This design comes from an exercise in tuning for small area, a short achievable clock period and few clock cycles per item on the open sky130 flow, not from production work. RTL that was checked went through simulation tests only; none was proved equivalent to the original.

==> inputs of exp/violet <==
==> flow/design.v (excerpt) <==
module	cpuops(i_clk,i_reset, i_stb, i_op, i_a, i_b, o_c, o_f, o_valid,
			o_busy);
==> flow/config.mk <==
export PLATFORM = sky130hd
export DESIGN_NAME = cpuops
export DESIGN_NICKNAME = cpuops
export VERILOG_FILES = /design/flow/design.v
export SDC_FILE = /design/flow/constraint.sdc
export NUM_CORES = 4
export LEC_CHECK = 0
export ABC_AREA = 1
export CAP_MARGIN = 20
export CORE_MARGIN = 2
export CORE_UTILIZATION = 40
export SETUP_SLACK_MARGIN = 4.5
export SLEW_MARGIN = 20
==> flow/constraint.sdc <==
create_clock -name core_clock -period 10.0 [get_ports {i_clk}]
set_input_delay 2.0000 -clock core_clock [delete_from_list [all_inputs] [get_ports {i_clk}]]
set_output_delay 2.0000 -clock core_clock [all_outputs]
set_load 0.01 [all_outputs]
standard.sh (not shown) runs the stock make flow with config.mk's settings and CLKGATE_MAP_FILE= SYNTH_SCRIPT=/design/flow/synth_recipe.tcl, a recipe that flattens the netlist after the stock synthesis.
==> flow/flow/run.sh <==
#!/bin/bash
# The standard layout, with the port buffers made of plain buffers
# (sky130_fd_sc_hd__buf_4) instead of the delay cell buffer_ports picks,
# and timing repair free to resize them. The make log goes to standard_flow.log.
set -euo pipefail
bash standard.sh MATCH_CELL_FOOTPRINT=0 "BUFFER_PORTS_ARGS=-buffer_cell sky130_fd_sc_hd__buf_4" finish > standard_flow.log 2>&1
==> exp/onyx: changes against exp/violet <==
==> flow/flow/run.sh (replaced) <==
#!/bin/bash
# The standard layout, with the port buffers made of plain buffers
# (sky130_fd_sc_hd__buf_2) instead of the delay cell buffer_ports picks,
# timing repair free to resize them, and aiming at a setup slack of 5.5 ns. The make log goes to standard_flow.log.
set -euo pipefail
bash standard.sh MATCH_CELL_FOOTPRINT=0 SETUP_SLACK_MARGIN=5.5 "BUFFER_PORTS_ARGS=-buffer_cell sky130_fd_sc_hd__buf_2" finish > standard_flow.log 2>&1
Settings changed: SETUP_SLACK_MARGIN 4.5 to default.
==> exp/amber: changes against exp/violet <==
==> flow/flow/run.sh (replaced) <==
#!/bin/bash
# The standard layout, with the port buffers made of plain buffers
# (sky130_fd_sc_hd__buf_2) instead of the delay cell buffer_ports picks,
# timing repair free to resize them, and aiming at a setup slack of 5.25 ns. The make log goes to standard_flow.log.
set -euo pipefail
bash standard.sh MATCH_CELL_FOOTPRINT=0 SETUP_SLACK_MARGIN=5.25 "BUFFER_PORTS_ARGS=-buffer_cell sky130_fd_sc_hd__buf_2" finish > standard_flow.log 2>&1
Settings changed: CORE_UTILIZATION 40 to 45, SETUP_SLACK_MARGIN 4.5 to default.
==> run notes <==
Utilization: exp/violet < exp/onyx < exp/amber. Against exp/onyx, the global-route usage of exp/amber is higher by 4.5 points. Register-to-register slack: exp/violet < exp/amber < exp/onyx. The highest cell area belongs to exp/onyx, the lowest to exp/violet. Synthesized area is the same in exp/violet and exp/onyx. Critical path depth, highest first: exp/onyx, exp/amber, exp/violet. Flip-flop and latch count is the same in exp/onyx and exp/violet.
Testbench counts of exp/violet, summed over its fixed seeds: cycles 28,765, items 16,384.
Testbench counts of exp/onyx, summed over its fixed seeds: cycles 28,765, items 16,384.
Testbench counts of exp/amber, summed over its fixed seeds: cycles 28,765, items 16,384.

---

==> v35: inputs <==
cpuops, a different RTL version from the one above (not shown whole).
==> module cpuops, before the edit <==
module	cpuops(i_clk,i_reset, i_stb, i_op, i_a, i_b, o_c, o_f, o_valid,
			o_busy);
	input	wire	i_clk, i_reset, i_stb;
	input	wire	[3:0]	i_op;
	input	wire	[31:0]	i_a, i_b;
	output	wire	[31:0]	o_c;
	output	wire	[3:0]	o_f;
	output	reg		o_valid;
	output	wire		o_busy;
	reg	[31:0]	r_x, r_y;
	reg		r_cin;
	reg		r_add, r_sub, r_csh, pre_sign, set_ovfl, keep_sgn_on_ovfl;
	wire	this_is_a_multiply_op;
	assign	this_is_a_multiply_op = (i_stb)&&((i_op[3:1]==3'h5)||(i_op[3:0]==4'hc));
	wire		mpybusy, mpylast, mpy_cin;
	wire	[31:0]	mpy_x, mpy_y;
	mpyop	thempy(i_clk, i_reset, this_is_a_multiply_op, i_op[1:0],
		i_a, i_b, r_x, mpybusy, mpylast, mpy_x, mpy_y, mpy_cin);
	wire	[31:0]	next_x, next_y;
	wire		next_cin, next_csh;
	aluop	thealu(mpybusy, mpylast, i_op, i_a, i_b, mpy_x, mpy_y, mpy_cin,
			r_x, next_x, next_y, next_cin, next_csh);
	always @(posedge i_clk)
	begin
		r_x   <= next_x;
		r_y   <= next_y;
		r_cin <= next_cin;
		r_csh <= next_csh;
		r_add <= !mpybusy && (i_op == 4'h2);
		r_sub <= !mpybusy && (i_op == 4'h0);
		pre_sign <= i_a[31];
		set_ovfl <= !mpybusy && (((i_op==4'h0)&&(i_a[31] != i_b[31]))
			||((i_op==4'h2)&&(i_a[31] == i_b[31]))
			||(i_op == 4'h6)
			||(i_op == 4'h5));
		keep_sgn_on_ovfl <= !mpybusy &&
			(((i_op==4'h0)&&(i_a[31] != i_b[31]))
			||((i_op==4'h2)&&(i_a[31] == i_b[31])));
	end
	wire		carry;
	outadd	theadd(r_x, r_y, r_cin, o_c, carry);
	wire	[31:0]	zk = { r_x[30:0] | r_y[30:0], r_cin };
	wire	z = &((r_x ^ r_y) ~^ zk);
	assign	o_busy = mpybusy;
	wire	n = (o_c[31]);
	wire	v = (set_ovfl)&&(pre_sign != o_c[31]);
	wire	vx = (keep_sgn_on_ovfl)&&(pre_sign != o_c[31]);
	wire	c = (r_add & carry) | (r_sub & !carry) | r_csh;
	assign	o_f = { v, n^vx, c, z };
	always @(posedge i_clk)
	if (i_reset)
		o_valid <= 1'b0;
	else
		o_valid <=((i_stb)&&(!this_is_a_multiply_op))||(mpylast);
endmodule
==> module outadd, before the edit <==
module	outadd(i_x, i_y, i_cin, o_s, o_carry);
	input	wire	[31:0]	i_x, i_y;
	input	wire		i_cin;
	output	wire	[31:0]	o_s;
	output	wire		o_carry;
	wire	[33:0]	sum = { 1'b0, i_x, i_cin } + { 1'b0, i_y, i_cin };
	assign	o_s = sum[32:1];
	assign	o_carry = sum[33];
endmodule
==> flow/config.mk <==
export PLATFORM = sky130hd
export DESIGN_NAME = cpuops
export DESIGN_NICKNAME = cpuops
export VERILOG_FILES = /design/flow/design.v
export SDC_FILE = /design/flow/constraint.sdc
export NUM_CORES = 4
export LEC_CHECK = 0
export CAP_MARGIN = 20
export CORE_MARGIN = 2
export CORE_UTILIZATION = 40
export SETUP_SLACK_MARGIN = 5
export SLEW_MARGIN = 20
export SYNTH_HIERARCHICAL = 1
==> flow/constraint.sdc <==
create_clock -name core_clock -period 10.0 [get_ports {i_clk}]
set_input_delay 2.0000 -clock core_clock [delete_from_list [all_inputs] [get_ports {i_clk}]]
set_output_delay 2.0000 -clock core_clock [all_outputs]
set_load 0.01 [all_outputs]
==> flow/flow/run.sh <==
#!/bin/bash
# The standard layout, with the port buffers made of plain buffers
# (sky130_fd_sc_hd__buf_4) instead of the delay cell buffer_ports picks,
# and timing repair free to resize them. The make log goes to standard_flow.log.
set -euo pipefail
bash standard.sh MATCH_CELL_FOOTPRINT=0 "BUFFER_PORTS_ARGS=-buffer_cell sky130_fd_sc_hd__buf_4" finish > standard_flow.log 2>&1
==> v10: changes against v35 <==
--- a/flow/design.v
+++ b/flow/design.v
@@ -857,6 +857,7 @@
 			||((i_op==4'h2)&&(i_a[31] == i_b[31])));
 	end
-	wire		carry;
-	outadd	theadd(r_x, r_y, r_cin, o_c, carry);
+	wire	[33:0]	osum = { 1'b0, r_x, r_cin } + { 1'b0, r_y, r_cin };
+	assign	o_c = osum[32:1];
+	wire	carry = osum[33];
 	wire	[31:0]	zk = { r_x[30:0] | r_y[30:0], r_cin };
 	wire	z = &((r_x ^ r_y) ~^ zk);
@@ -942,11 +943,2 @@
 	assign	o_csh = (op_rsh | op_lsl) & sh_r[0];
 endmodule
-module	outadd(i_x, i_y, i_cin, o_s, o_carry);
-	input	wire	[31:0]	i_x, i_y;
-	input	wire		i_cin;
-	output	wire	[31:0]	o_s;
-	output	wire		o_carry;
-	wire	[33:0]	sum = { 1'b0, i_x, i_cin } + { 1'b0, i_y, i_cin };
-	assign	o_s = sum[32:1];
-	assign	o_carry = sum[33];
-endmodule
==> flow/run.sh (new file) <==
#!/bin/bash
# synth_recipe.tcl (not shown) runs the flow's synth.tcl, then flattens the netlist and writes it again
# the make line also repeats each setting of config.mk as NAME=value (left out here)
make -C /OpenROAD-flow-scripts/flow DESIGN_CONFIG=/design/flow/config.mk WORK_HOME=/design/flow/orfs CLKGATE_MAP_FILE= SYNTH_SCRIPT=/design/flow/synth_recipe.tcl finish
SYNTH_HIERARCHICAL = not set   (was 1)
removed: flow/flow/run.sh
removed: flow/standard.sh
==> v21: changes against v35 <==
--- a/flow/design.v
+++ b/flow/design.v
@@ -857,6 +857,7 @@
 			||((i_op==4'h2)&&(i_a[31] == i_b[31])));
 	end
-	wire		carry;
-	outadd	theadd(r_x, r_y, r_cin, o_c, carry);
+	wire	[33:0]	osum = { 1'b0, r_x, r_cin } + { 1'b0, r_y, r_cin };
+	assign	o_c = osum[32:1];
+	wire	carry = osum[33];
 	wire	[31:0]	zk = { r_x[30:0] | r_y[30:0], r_cin };
 	wire	z = &((r_x ^ r_y) ~^ zk);
@@ -942,11 +943,2 @@
 	assign	o_csh = (op_rsh | op_lsl) & sh_r[0];
 endmodule
-module	outadd(i_x, i_y, i_cin, o_s, o_carry);
-	input	wire	[31:0]	i_x, i_y;
-	input	wire		i_cin;
-	output	wire	[31:0]	o_s;
-	output	wire		o_carry;
-	wire	[33:0]	sum = { 1'b0, i_x, i_cin } + { 1'b0, i_y, i_cin };
-	assign	o_s = sum[32:1];
-	assign	o_carry = sum[33];
-endmodule
==> flow/flow/run.sh (replaced) <==
#!/bin/bash
# The standard layout, with the port buffers made of plain buffers
# (sky130_fd_sc_hd__buf_4) instead of the delay cell buffer_ports picks,
# timing repair free to resize them, and timing repair aiming at a setup
# slack of 6 ns. The make log goes to standard_flow.log.
set -euo pipefail
bash standard.sh MATCH_CELL_FOOTPRINT=0 SETUP_SLACK_MARGIN=6 "BUFFER_PORTS_ARGS=-buffer_cell sky130_fd_sc_hd__buf_4" finish > standard_flow.log 2>&1
ABC_AREA = 1   (was not set)
SETUP_SLACK_MARGIN = not set   (was 5)
SYNTH_HIERARCHICAL = not set   (was 1)
==> comparison table <==
| metric | v21 | v35 | v10 |
|---|---|---|---|
| Global routing usage summed across all routing layers | 37.3% | 35.8% | 33.6% |
| Run status | complete, no violations | complete, no violations | complete, no violations |
| Distinct cell type count of the synthesized netlist | 51 | 96 | 78 |
| Worst hold path depth | 1 | 1 | 2 |
| Arrival time at the worst endpoint | 2.79 ns | 5.66 ns | 3.28 ns |
| Initial DRT Pass Iterations | 9 | 6 | 11 |
| Worst setup slack before clock tree synthesis | 4.88 ns | 3.54 ns | 4.13 ns |
| Final-layout clock-cell area share | 1.68% | 1.80% | 1.93% |
| Synthesized area per cell | 7.38 µm² | 8.64 µm² | 8.48 µm² |
| Slew of the pin with the lowest slew margin | 1.08 ns | 1.14 ns | 1.09 ns |
| GR Util met1 | 47.1% | 45.3% | 44.1% |
| Non-clk buf share | 12.1% | 10.3% | 9.94% |
| Hold Worst Slack | 0.460 ns | 0.423 ns | 0.533 ns |
| WL final | 132,000 µm | 127,000 µm | 117,000 µm |
| Starting Density | 40.2% | 40.4% | 40.5% |
| Time the worst path needs with I/O delays and setup | 4.79 ns | 5.28 ns | 5.28 ns |
| Worst R2R End | r_x[15] | r_x[30] | r_cin |
| Skew-Pair Late Insertion Delay | 0.49 ns | 0.51 ns | 0.50 ns |
| Multi-input gate share of total cell area | 63.6% | 67.0% | 67.6% |
| Core region area | 0.0640 mm² | 0.0656 mm² | 0.0659 mm² |
| Number of cell rows | 93 | 94 | 94 |
| Footprint of the flip-flops and latches | 0.00391 mm² | 0.00383 mm² | 0.00384 mm² |
Testbench counts of v10, summed over its fixed seeds: cycles 24,638, items 16,384.
Testbench counts of v21, summed over its fixed seeds: cycles 24,638, items 16,384.
No functional check of the RTL was part of v35.

-- port drivers added, routing unchanged --
Ports are ideal in the flow. The routed layouts listed here were re-timed in OpenROAD.
Step 1 (the two cells are an assumption about what drives the block):
set clk [get_ports {i_clk}]
set_driving_cell -lib_cell sky130_fd_sc_hd__clkbuf_16 $clk
set_driving_cell -lib_cell sky130_fd_sc_hd__buf_2 [delete_from_list [all_inputs] $clk]
Step 2 adds t to the input delays and takes it off the output delays; t is the mean of the earliest and latest rising clock arrival at the registers after step 1. Input paths then give back, and output paths get back, about the clock's delay inside the block.
a / b / c = ideal ports / drivers / drivers and shift; a / b = the first two.
run	t (ns)	setup slack, ns	hold slack, ns	latest minus earliest clock arrival (ns)	slew at the worst register clock pin (ns)
exp/violet	0.518	4.657 / 4.602 / 4.748	0.479 / 0.479 / 0.479	0.016 / 0.015	0.08 / 0.08
exp/onyx	0.550	5.187 / 5.130 / 5.093	0.497 / 0.497 / 0.497	0.017 / 0.017	0.08 / 0.08
exp/amber	0.548	5.166 / 5.110 / 4.984	0.496 / 0.496 / 0.496	0.016 / 0.016	0.09 / 0.09
v35	0.558	4.719 / 4.664 / 4.507	0.423 / 0.423 / 0.423	0.016 / 0.016	0.08 / 0.08
v10	0.552	4.715 / 4.654 / 4.524	0.533 / 0.533 / 0.533	0.015 / 0.015	0.08 / 0.08
v21	0.540	5.214 / 5.153 / 5.229	0.460 / 0.460 / 0.460	0.020 / 0.020	0.09 / 0.09
After both steps setup and hold are still met in every run listed. For v35, which loses most, drivers alone change the setup slack by -0.055 ns; drivers and shift together by -0.212 ns.
